Context: an optimization exercise on an open-source flow, tuned for small area, a short achievable clock period and few clock cycles. The choices shown serve that exercise and are no tape-out recipe. Function was not checked in any run shown here: the RTL went through the layout flow alone. Power figures rest on the tool's default switching activity, not on a simulated workload.

===== design/flow/config.mk =====
export PLATFORM = sky130hd
export DESIGN_NAME = betterNeighborsInMyCluster
export DESIGN_NICKNAME = betterNeighborsInMyCluster
export VERILOG_FILES = /design/flow/design.v
export SDC_FILE = /design/flow/constraint.sdc
export NUM_CORES = 4
export LEC_CHECK = 0
export CAP_MARGIN = 20
export CORE_MARGIN = 2
export CORE_UTILIZATION = 40
export SETUP_SLACK_MARGIN = 5
export SLEW_MARGIN = 20

===== design/flow/constraint.sdc =====
create_clock -name core_clock -period 11.0 [get_ports {clock}]
set_input_delay 2.2000 -clock core_clock [delete_from_list [all_inputs] [get_ports {clock}]]
set_output_delay 2.2000 -clock core_clock [all_outputs]
set_load 0.01 [all_outputs]

===== design/flow/design.v =====
`timescale 1ns/1ps
module betterNeighborsInMyCluster(clock, nrst, start, address, wr_en, data_in, MY_CLUSTER_ID, mybest, besthop, bestvalue, bestneighborID, nextsinks, data_out, done);
	input clock, nrst, start;
	input [15:0] data_in, MY_CLUSTER_ID;
	input [15:0] mybest;
	output done, wr_en;
	output [15:0] address, data_out;
	output [15:0] besthop, bestneighborID, nextsinks;
	output [15:0] bestvalue;
	localparam HB = 5;            
	localparam NB = 1 << HB;
	localparam R  = 4;            
	localparam NSTEP = 16 / R;
	localparam [10:0] A_KS = 11'h004, A_NID = 11'h024, A_CID = 11'h064, A_BAT = 11'h0A4,
	                  A_QV = 11'h0E4, A_HCM = 11'h324, A_LIST = 11'h334, A_KSC = 11'h344,
	                  A_NC = 11'h345, A_CNT = 11'h346;
	localparam [3:0] S_IDLE = 0, S_NC = 1, S_SNK = 2, S_CID = 3, S_QV = 4, S_BAT = 5,
	                 S_WR = 6, S_HCM = 7, S_CNT = 8, S_RCID = 9, S_RNID = 10, S_RSPEC = 11,
	                 S_VS = 12, S_BW = 13, S_BN = 14, S_DONE = 15;
	reg [3:0] st;
	reg [10:0] waddr;
	reg wr_en_r, done_r;
	reg [6:0] dout;
	reg [5:0] ksc;
	reg [6:0] nc;
	reg [6:0] m, cnt;
	reg [4:0] j;
	reg [3:0] kreg;
	reg hit;
	reg [NB-1:0] bitmap;
	reg [15:0] qreg;
	reg [6:0] hop, sinks;
	reg [15:0] bval;
	reg [15:0] acc, sr, hm;
	reg [1:0] mcnt;
	reg mbusy, mcmp, mpend;
	reg [5:0] mh;
	wire eq = (data_in == MY_CLUSTER_ID);
	wire better = (data_in <= mybest);
	wire match = (data_in == qreg);
	wire bhit = bitmap[data_in[HB-1:0]];
	wire [9:0] th;
	assign th[0] = data_in >= 16'd1;
	assign th[1] = data_in >= 16'd3277;
	assign th[2] = data_in >= 16'd6554;
	assign th[3] = data_in >= 16'd9831;
	assign th[4] = data_in >= 16'd13108;
	assign th[5] = data_in >= 16'd16385;
	assign th[6] = data_in >= 16'd19661;
	assign th[7] = data_in >= 16'd22938;
	assign th[8] = data_in >= 16'd26215;
	assign th[9] = data_in >= 16'd29492;
	wire [3:0] k = th[0] + th[1] + th[2] + th[3] + th[4] + th[5] + th[6] + th[7] + th[8] + th[9];
	wire mstart = mpend;
	wire [15:0] ms = mstart ? qreg : sr;
	wire [15:0] ma = mstart ? 16'd0 : acc;
	reg [16+R-1:0] pp;
	integer b;
	always @* begin
		pp = {{R{1'b0}}, ma};
		for (b = 0; b < R; b = b + 1)
			if (ms[b]) pp = pp + ({{R{1'b0}}, hm} << b);
	end
	wire [15:0] mval = {acc[12:0], sr[15:13]};
	wire mfree = !mpend && !mbusy && !mcmp;
	wire [6:0] m1 = m + 7'd1;
	wire [6:0] mm1 = m - 7'd1;
	wire [6:0] mm2 = m - 7'd2;
	wire lastf = (m1 == nc);           
	wire first = (m == 7'd0);
	wire jlast = ({1'b0, j} + 6'd1 == ksc);
	wire [10:0] a_bn = A_NID + {4'd0, hop};
	reg [3:0] ts, fs;
	reg [10:0] ta, fa;
	reg [6:0] tm, fm;
	always @* begin
		ts = st; fs = st; ta = waddr; fa = waddr; tm = m; fm = m;
		case (st)
			S_IDLE: begin
				ts = S_NC; ta = A_NC;
			end
			S_NC: begin
				ts = S_SNK; ta = A_KS; fs = ts; fa = ta;
			end
			S_SNK: begin
				if (jlast) begin
					ts = S_CID; ta = A_CID; tm = 7'd0;
				end else begin
					ts = S_SNK; ta = A_KS + {6'd0, j} + 11'd1;
				end
				fs = ts; fa = ta; fm = tm;
			end
			S_CID: begin  
				ts = S_QV; ta = A_QV + {4'd0, m};
				if (lastf) begin
					fs = S_CNT; fa = A_CNT;
				end else begin
					fs = S_CID; fa = A_CID + {4'd0, m1}; fm = m1;
				end
			end
			S_QV: begin  
				ts = S_BAT; ta = A_BAT + {4'd0, m};
				if (lastf) begin
					fs = S_CNT; fa = A_CNT;
				end else begin
					fs = S_CID; fa = A_CID + {4'd0, m1}; fm = m1;
				end
			end
			S_BAT: begin
				ts = S_WR; ta = A_LIST + {4'd0, cnt}; fs = ts; fa = ta;
			end
			S_WR: begin
				ts = S_HCM; ta = A_HCM + {7'd0, kreg}; fs = ts; fa = ta;
			end
			S_HCM: begin
				if (lastf) begin
					ts = S_CNT; ta = A_CNT;
				end else begin
					ts = S_CID; ta = A_CID + {4'd0, m1}; tm = m1;
				end
				fs = ts; fa = ta; fm = tm;
			end
			S_CNT: begin
				ts = S_RCID; ta = A_CID + {4'd0, m}; fs = ts; fa = ta;
			end
			S_RCID: begin  
				ts = S_RNID; ta = A_NID + {4'd0, m};
				if (first) begin
					fs = S_BW; fa = a_bn;
				end else begin
					fs = S_RCID; fa = A_CID + {4'd0, mm1}; fm = mm1;
				end
			end
			S_RNID: begin
				ts = S_RSPEC; ta = A_CID + {4'd0, mm1}; fs = ts; fa = ta;
			end
			S_RSPEC: begin  
				if (hit) begin
					ts = S_VS; ta = A_KS; fs = ts; fa = ta;
				end else if (first) begin
					ts = S_BW; ta = a_bn; fs = ts; fa = ta;
				end else begin
					ts = S_RNID; ta = A_NID + {4'd0, mm1}; tm = mm1;
					if (mm1 == 7'd0) begin
						fs = S_BW; fa = a_bn;
					end else begin
						fs = S_RCID; fa = A_CID + {4'd0, mm2}; fm = mm2;
					end
				end
			end
			S_VS: begin  
				ts = S_BW; ta = a_bn;
				if (!jlast) begin
					fs = S_VS; fa = A_KS + {6'd0, j} + 11'd1;
				end else if (first) begin
					fs = S_BW; fa = a_bn;
				end else begin
					fs = S_RCID; fa = A_CID + {4'd0, mm1}; fm = mm1;
				end
			end
			S_BW: begin
				ts = S_BW; ta = a_bn; fs = ts; fa = ta;
			end
			default: ;
		endcase
	end
	wire cond = (st == S_IDLE) ? start :
	            (st == S_CID || st == S_RCID || st == S_RSPEC) ? eq :
	            (st == S_QV) ? better :
	            (st == S_VS) ? match : 1'b1;
	wire [3:0] ns0 = cond ? ts : fs;
	wire [3:0] ns = (ns0 == S_BW && mfree) ? S_BN : ns0;
	always @(posedge clock) begin
		if (!nrst) begin
			st <= S_IDLE;
			waddr <= A_KSC;
			wr_en_r <= 1'b0;
			done_r <= 1'b0;
			mbusy <= 1'b0;
			mpend <= 1'b0;
			mcmp <= 1'b0;
		end else begin
			if (st != S_DONE && st != S_BN) begin
				st <= ns;
				waddr <= cond ? ta : fa;
				m <= cond ? tm : fm;
			end else
				st <= S_DONE;
			wr_en_r <= (ns == S_WR) || (ns == S_CNT);
			if (st == S_BN) done_r <= 1'b1;
			mpend <= (st == S_HCM);
			if (mstart || mbusy) begin
				acc <= pp[16+R-1:R];
				sr <= {pp[R-1:0], ms[15:R]};
			end
			if (mstart) begin
				mcnt <= 2'd1;
				mbusy <= 1'b1;
			end else if (mbusy) begin
				mcnt <= mcnt + 2'd1;
				if (mcnt == NSTEP - 1) mbusy <= 1'b0;
			end
			mcmp <= mbusy && (mcnt == NSTEP - 1);
		end
		if (st == S_IDLE) begin
			ksc <= data_in[5:0];
			bval <= 16'hFFFE; hop <= 7'd65; sinks <= 7'd65; cnt <= 7'd0;
			bitmap <= {NB{1'b0}};
		end
		if (st == S_NC) nc <= data_in[6:0];
		if (st == S_NC || st == S_SNK) j <= (st == S_NC) ? 5'd0 : j + 5'd1;
		if (st == S_RNID) j <= 5'd0;
		if (st == S_VS) j <= j + 5'd1;
		if (st == S_SNK) bitmap[data_in[HB-1:0]] <= 1'b1;
		if (st == S_QV || st == S_RNID || st == S_BN) qreg <= data_in;
		if (st == S_RNID) hit <= bhit;
		if (st == S_BAT) kreg <= k;
		if (st == S_HCM) begin
			hm <= data_in;
			mh <= m[5:0];
		end
		if (ns == S_WR) begin
			dout <= m;
			cnt <= cnt + 7'd1;
		end
		if (ns == S_CNT) dout <= cnt;
		if (st == S_VS && match) sinks <= m;
		if (mcmp && (mval < bval)) begin
			bval <= mval;
			hop <= {1'b0, mh};
		end
	end
	assign address = {4'd0, waddr, 1'b0};
	assign wr_en = wr_en_r;
	assign data_out = {9'd0, dout};
	assign done = done_r;
	assign besthop = {9'd0, hop};
	assign nextsinks = {9'd0, sinks};
	assign bestvalue = bval;
	assign bestneighborID = qreg;
endmodule

===== design/flow/run.sh =====
#!/bin/bash
# synth_recipe.tcl (not shown) runs the flow's synth.tcl, then flattens the netlist and writes it again
# the make line also repeats each setting of config.mk as NAME=value (left out here)
make -C /OpenROAD-flow-scripts/flow DESIGN_CONFIG=/design/flow/config.mk WORK_HOME=/design/flow/orfs CLKGATE_MAP_FILE= SYNTH_SCRIPT=/design/flow/synth_recipe.tcl finish

==> reports/qor.yml, run 1 <==
pwr:
  irDropWorstVdd_mv: 0.141
  power_leakage_nw: 7.66
  power_density_nw_per_um2: 164
timing:
  timing.final.crit_share_pct: 62.3
  relSlewSlack_pct: 28.5
  hold_viol_final: 0
  fin_skew_ps: 18.3
  slew_viol_final: 0
  worst_pin_slew_ps: 1070
  finalSetupTns_ps: 0
  setup-violations-final: 0
  hold_slack_ps: 474
  period_needed_ps: 6860
  fmax_mhz: 146
  rsz0062_at_grt: "true"
cells_and_area:
  layout.nets: 2048
  drive_gt1_share_pct: 16.3
  area_delta_synth_final_pct: 22.6
  final_common_cell: "nand2_1"
  antenna_cells: 0
  final_cell_mix: "nand2_1, edfxtp_1, nor2_1, clkdlybuf4s50_1, ha_1"
grt:
  grtUsageMet1_pct: 32.9
  grt_overflow: 0
  grt_max_degree: 37
  antenna_found_initial: 0
  grt_pass1_vias: 13400
  grt_first_pass_wirelength_mm: 78.5
  met3_usage_pct: 3.89
  gr-max-usage-layer: "met2"
  grt_use_met2_pct: 40.8
  track_usage_pct: 24.8
worst_setup_path:
  crit_buf_inv: 3
  cp_slowest_stage_delay_ps: 460
  cp.required_ps: 11210
  cpLargestDelayFamily: "compound AO/OA/AOI/OAI gates"
  crit_path_end_kind: "flop"
  r2r_start: "acc[1]"
  crit_path_start: "acc[1]"
  crit_fanout: 4
  start_kind: "flop"
  path_class: "reg2reg"
  slowest_stage: "edfxtp_1"
  cp_common_cell: "ha_4"
  worst-r2r-setup-slack_ps: 4140
  cp.arrival_ps: 7060
min_path:
  hold_path.class: "reg2reg"
  min_from: "bitmap[12]"
routing:
  routed_wl_mm: 52.1
  drc: 0
  antenna_left: 0
  dr.pass1.iters: 6
  initialDrtViolationCount: 1206
  wl_per_cell_um: 21.8
  via_per_inst: 5.83
  vias: 14000
logic_synthesis:
  syn_area_per_cell_um2: 9.12
  synth_cells: 1723
  async_reset_ff_share_pct: 0
  synth.area.top_cells: "edfxtp_1, ha_1, dfxtp_1"
  yosysTopAreaCellShare_pct: 27.7
  ys_types: 79
  syn-cell-area_um2: 15700
  synth-seq-area-share_pct: 34.3
  yosysWarnings: 1
  yosys.area.top_type: "edfxtp_1"
  ys_ff_latch: 197
  synth-edff-count: 145
  ys.flop_type: "edfxtp_1"
clocking:
  clockRootBuffer: "clkbuf_16"
  cts_tree: "done"
  clk_pin_slew_ps: 90
  numCtsBuffers: 17
  htreeDepth: 4
  cts.sinks: 197
  ctsLongestPathBuffers: 2
  clk_latency_ps: 460
floorplanning:
  num_rows: 72
  initial_utilization_pct: 40.6
  die_h_um: 202
  io_pins: 149
  dieArea_um2: 40900
  core_area_um2: 38700
  die_w_um: 202
placed_design:
  hpwl_mm: 37.3
  gp_congestion: 0.958
  portBuffers: 115
run:
  drv_cap: 0
run_status:
  status: "finished clean"
[metrics by stage]
step | area, um^2 | power (W) | cells | utilization, % | setup slack [ps]
floorplan | 16100 | 0.00196 | 1755 | - | 4190
global placement | 17400 | 0.00242 | 2298 | 44.9 | 3660
detailed placement | 17400 | 0.00242 | 2298 | 44.9 | 3490
CTS | 18600 | 0.00313 | 2365 | 48.1 | 4160
global route | 19300 | 0.00333 | 2396 | 49.7 | 3870
finish | 19300 | 0.00317 | 2396 | 49.7 | 4140
[what timing repair did]
action / in CTS / in global routing
gates cloned: 4 / 0
pin swaps: 31 / 57
hold buffers: 0 / 0
setup endpoints to repair: 22 / 22
gates resized for setup: 65 / 86
setup buffers: 31 / 31
[power by group]
part	switching, W	total, W	internal, W
clock	0.000348	0.000676	0.000328
combinational	0.000866	0.00139	0.000525
sequential	0.000137	0.00110	0.000963
[logic make-up (layout without fill, tap and decap cells)]
logic type | count (synthesis) | count (layout) | synth area share (%)
other cells | 1 | 33 | 0.0239
buf+inv | 203 | 326 | 5.84
flops | 197 | 197 | 34.3
mux | 71 | 71 | 5.65
simple gates | 502 | 502 | 14.9
compound gates | 476 | 476 | 20.3
xor+xnor | 138 | 138 | 7.79
fa+ha+maj | 135 | 135 | 11.2
[worst paths after layout]
check,endpoint,cells past startpoint
worst max-delay path,acc[14],33
worst min-delay path,bitmap[12],2
worst max register to register,acc[14],33
worst min register to register,bitmap[12],2
[flip-flops by register name, indices dropped and copies added (netlist names), 2 cells and up]
register	count
nc	7
bitmap	32
bval	16
m	7
ksc	6
dout	7
hop	7
qreg	16
cnt	7
hm	16
mcnt	2
j	5
kreg	4
st	4
sr	16
sinks	7
mh	6
waddr	10
acc	16
[cell type report]
cell class | instances | area (um^2)
clock buffer | 18 | 450
clock inverter | 14 | 183
fill | 3608 | 19500
inverter | 88 | 338
multi-input combinational | 1355 | 10300
sequential | 197 | 5400
tap | 518 | 648
timing repair buffer | 206 | 2000
[cells in the mapped netlist (7+ instances only)]
cell and count:
nor3_1 46, nand3_1 42, xnor2_1 62, a211oi_1 14, a221oi_1 10, a21oi_1 116
o22ai_1 13, a21o_1 36, mux2i_1 19, mux2_2 42, o21bai_1 19, a22o_1 34
nand2_1 159, nand2b_1 13, a211o_1 7, and2_1 7, nand4_1 16, xor2_1 74
o21a_1 18, mux4_2 10, a22oi_1 8, fa_1 10, clkbuf_1 55, a31oi_1 14
nor2b_1 29, buf_4 34, o211ai_1 14, ha_1 122, o31ai_1 9, dfxtp_1 52
and3_1 16, or3_1 12, buf_2 16, inv_1 83, nor4_1 12, nor2_1 131
o21ai_0 96, edfxtp_1 145, buf_1 9
[worst reg2reg max path: cells and delay by family, from the launching register on]
kind / cells / cell delay [ps]
compound gates: 14 / 2600
fa+ha+maj: 5 / 1410
flops: 1 / 460
xor+xnor: 4 / 600
mux: 1 / 250
simple gates: 6 / 890
buf+inv: 3 / 400
[routing by layer]
| metal | vias to the layer above | wire length (um) |
|---|---|---|
| met1 | 6752 | 22400 |
| li1 | 6574 | - |
| met5 | - | 0 |
| met3 | 102 | 3210 |
| met2 | 533 | 24700 |
| met4 | 0 | 1800 |
==> inputs of run 2 (changes only) <==
--- a/design/flow/config.mk
+++ b/design/flow/config.mk
@@ -9,4 +9,3 @@
 export CORE_MARGIN = 2
 export CORE_UTILIZATION = 40
-export SETUP_SLACK_MARGIN = 5
 export SLEW_MARGIN = 20
==> run 2 against run 1 <==
Utilization down 3.6 points. Synthesized area unchanged. Clock power down 3%. Routed wire length down 3.7%. Synthesized cell count unchanged. Register-to-register slack worse by 1200 ps. Total power down 2.2%. Clock skew down 2.2 ps. Global-route usage down 0.27 points. Critical path type unchanged. Highest routed layer unchanged. Via count down 2.9%. Still clean on timing, DRC and antenna. Die area unchanged.
==> reports/qor.yml, run 2 <==
logic_synthesis:
  async_reset_ff_share_pct: 0  # unchanged
  yosys.area.top_type: "edfxtp_1"  # unchanged
  synthXorXnorAreaFrac_pct: 7.79  # unchanged
  syn-cell-area_um2: 15700  # unchanged
  ys.flop_type: "edfxtp_1"  # unchanged
  yosysTopAreaCellShare_pct: 27.7  # unchanged
  ys_types: 79  # unchanged
  synth_top_family_by_area: "compound AO/OA/AOI/OAI gates"  # unchanged
  syn_area_per_cell_um2: 9.12  # unchanged
  yosysWarnings: 1  # unchanged
  synth_cells: 1723  # unchanged
  ys_top_cells_by_count: "nand2_1, edfxtp_1, nor2_1, ha_1, a21oi_1"  # unchanged
  yosys.area_share.simple_pct: 14.9  # unchanged
  synth-compound-area-share_pct: 20.3  # unchanged
  synthMuxAreaShare_pct: 5.65  # unchanged
  synth_fa_ha_area_share_pct: 11.2  # unchanged
  synth-seq-area-share_pct: 34.3  # unchanged
  ys_ff_latch: 197  # unchanged
  synth-edff-count: 145  # unchanged
  synth_most_common_cell: "nand2_1"  # unchanged
  synth.area.top_cells: "edfxtp_1, ha_1, dfxtp_1"  # unchanged
grt:
  grt_max_degree: 37  # unchanged
  track_usage_pct: 24.6  # was 24.8%
  grt_first_pass_wirelength_mm: 77.4  # was 78.5 mm
  grt_pass1_vias: 13300  # was 13,400
  antenna_found_initial: 1  # was 0
  grt_overflow: 0  # unchanged
pwr:
  combPwrFrac_pct: 43.8  # was 43.9%
  irDropWorstVdd_mv: 0.146  # was 0.141 mV
  power_frac_clock_pct: 21.3  # about the same
  swShare_pct: 42.5  # was 42.7%
  p_sw_w: 0.00132  # was 0.00135 W
  power_leakage_nw: 7.16  # was 7.66 nW
  intPower_w: 0.00178  # was 0.00182 W
  pwr-share-seq_pct: 34.9  # was 34.7%
  power_density_nw_per_um2: 173  # was 164 nW/um^2
timing:
  setup-violations-final: 0  # unchanged
  fin_skew_ps: 16.1  # was 18.3 ps
  finalSetupTns_ps: 0  # unchanged
  worst_pin_slew_ps: 1090  # was 1070 ps
  timing.final.crit_share_pct: 73.1  # was 62.3%
  relSlewSlack_pct: 26.7  # was 28.5%
  hold_viol_final: 0  # unchanged
  slew_viol_final: 0  # unchanged
  rsz0062_at_grt: "false"  # was true
  period_needed_ps: 8040  # was 6860 ps
  hold_slack_ps: 475  # was 474 ps
  fmax_mhz: 124  # was 146 MHz
routing:
  antenna_left: 0  # unchanged
  wl_per_cell_um: 21.5  # was 21.8 um
  dr.pass1.iters: 6  # unchanged
  initialDrtViolationCount: 1290  # was 1,206
  routed_wl_mm: 50.2  # was 52.1 mm
  vias: 13600  # was 14,000
  via_per_inst: 5.81  # was 5.83
  drc: 0  # unchanged
placed_design:
  hpwl_mm: 37.7  # was 37.3 mm
  gp_congestion: 0.964  # was 0.958
  portBuffers: 115  # unchanged
floorplanning:
  core_area_um2: 38700  # unchanged
  io_pins: 149  # unchanged
  initial_utilization_pct: 40.6  # unchanged
  dieArea_um2: 40900  # unchanged
  num_rows: 72  # unchanged
  die_h_um: 202  # unchanged
  die_w_um: 202  # unchanged
cells_and_area:
  largest_register: "bitmap"  # unchanged
  area_delta_synth_final_pct: 13.8  # was 22.6%
  final_common_cell: "nand2_1"  # unchanged
  final_cell_mix: "nand2_1, edfxtp_1, nor2_1, ha_1"  # was nand2_1, edfxtp_1, nor2_1, clkdlybuf4s50_1, ha_1
  layout.nets: 1985  # was 2,048
  drive_gt1_share_pct: 7.38  # was 16.3%
  antenna_cells: 0  # unchanged
  largest_register_ffs: 32  # unchanged
run:
  drv_cap: 0  # unchanged
clocking:
  clk_pin_slew_ps: 80  # was 90 ps
  htreeDepth: 4  # unchanged
  clockRootBuffer: "clkbuf_16"  # unchanged
  ctsLongestPathBuffers: 2  # unchanged
  cts_hold_buf: 0  # unchanged
  cts_resized: 0  # was 65
  cts.sinks: 197  # unchanged
  clk_latency_ps: 470  # was 460 ps
  post_cts_buffers: 0  # was 31
  cts_tree: "done"  # unchanged
  numCtsBuffers: 17  # unchanged
min_path:
  min_from: "bitmap[12]"  # unchanged
  hold_path.class: "reg2reg"  # unchanged
worst_setup_path:
  crit_path_start: "mpend"  # was acc[1]
  slowest_stage: "dfxtp_1"  # was edfxtp_1
  cp.arrival_ps: 8270  # was 7060 ps
  cp_common_cell: "a21oi_1"  # was ha_4
  crit_fanout: 18  # was 4
  start_kind: "flop"  # unchanged
  path_class: "reg2reg"  # unchanged
  cp.required_ps: 11230  # was 11,210 ps
  cp_slowest_stage_delay_ps: 760  # was 460 ps
  r2r_start: "mpend"  # was acc[1]
  crit_path_end_kind: "flop"  # unchanged
run_status:
  status: "finished clean"  # unchanged
-- run 2: cell type report --
| type | count | area [um^2] |
|---|---|---|
| repair buffers | 143 | 1360 |
| multi-input cells | 1355 | 9540 |
| flip-flops and latches | 197 | 5400 |
| clock inverters | 15 | 183 |
| well taps | 518 | 648 |
| fillers | 3716 | 20900 |
| clock buffers | 17 | 425 |
| inverters | 88 | 330 |
-- run 2: power by group through the flow --
stage               Sequential (W)  Combinational (W)  Clock, W
global route               0.00109            0.00147  0.000696
floorplan                  0.00106           0.000885         0
global placement           0.00110            0.00133         0
finish                     0.00108            0.00136  0.000659
detailed placement         0.00110            0.00133         0
CTS                        0.00108            0.00134  0.000672
-- run 2: critical path: cells and delay by family, from the launching register on --
family / cells / cell delay (ps)
flip-flops: 1 / 760
XOR/XNOR: 3 / 400
buffers and inverters: 1 / 70
AND/OR/NAND/NOR: 8 / 1570
multiplexers: 1 / 250
AO/OA/AOI/OAI: 13 / 2700
adder cells (fa/ha/maj): 6 / 2050
-- run 2: kinds of logic (layout without fill, tap and decap cells) --
family,Yosys count,count (layout)
AND/OR/NAND/NOR,502,502
AO/OA/AOI/OAI,476,476
buffers and inverters,203,263
flip-flops,197,197
XOR/XNOR,138,138
adder cells (fa/ha/maj),135,135
multiplexers,71,71
other,1,33
-- run 2: through the flow --
| stage | setup slack (ps) | util (%) | power, W | area [um^2] | cells |
|---|---|---|---|---|---|
| 2_1_floorplan | 3120 | - | 0.00195 | 15800 | 1755 |
| 3_3_place_gp | 3310 | 44.6 | 0.00242 | 17300 | 2301 |
| 3_5_place_dp | 3030 | 44.6 | 0.00242 | 17300 | 2301 |
| 4_1_cts | 2990 | 46.2 | 0.00309 | 17900 | 2333 |
| 5_1_grt | 2390 | 46.2 | 0.00326 | 17900 | 2333 |
| 6_report | 2960 | 46.2 | 0.00310 | 17900 | 2333 |
-- run 2: final timing paths --
path              cells after the start    endpoint  slack, ps
setup / recovery                     32     acc[14]       2960
hold reg to reg                       2  bitmap[12]        480
setup reg to reg                     32     acc[14]       2960
hold / removal                        2  bitmap[12]        480
-- run 2: per-layer routing --
| layer | vias to the layer above | GRT usage (%) | routed length, um |
|---|---|---|---|
| li1 | 6434 | - | - |
| met1 | 6518 | 33.0 | 22300 |
| met2 | 497 | 39.2 | 23200 |
| met3 | 108 | 3.69 | 2890 |
| met4 | 0 | 11.0 | 1840 |
| met5 | - | 0 | 0 |

-- what the ideal ports hide --
In the flow no input, the clock included, has a driving cell. The finished layouts below were timed again as built, in two steps. Step 1, drivers: a clkbuf_16 drives clock and a buf_2 each remaining input, both assumed. Step 2, shift: input delay + t, output delay - t, t = (earliest + latest rising clock arrival at the registers) / 2. This alone moves slack from input paths to output paths. Slacks: ideal ports / drivers / drivers and shift; pairs: ideal ports / drivers.
run	t, ns	setup WS [ns]	latest minus earliest clock arrival (ns)	worst register clock-pin slew, ns	pins driven straight from the clock port
run 1	0.506	4.145 / 4.145 / 4.145	0.018 / 0.018	0.09 / 0.09	1
run 2	0.516	2.957 / 2.957 / 2.957	0.017 / 0.017	0.08 / 0.08	1
After both steps setup and hold are still met in every run listed.
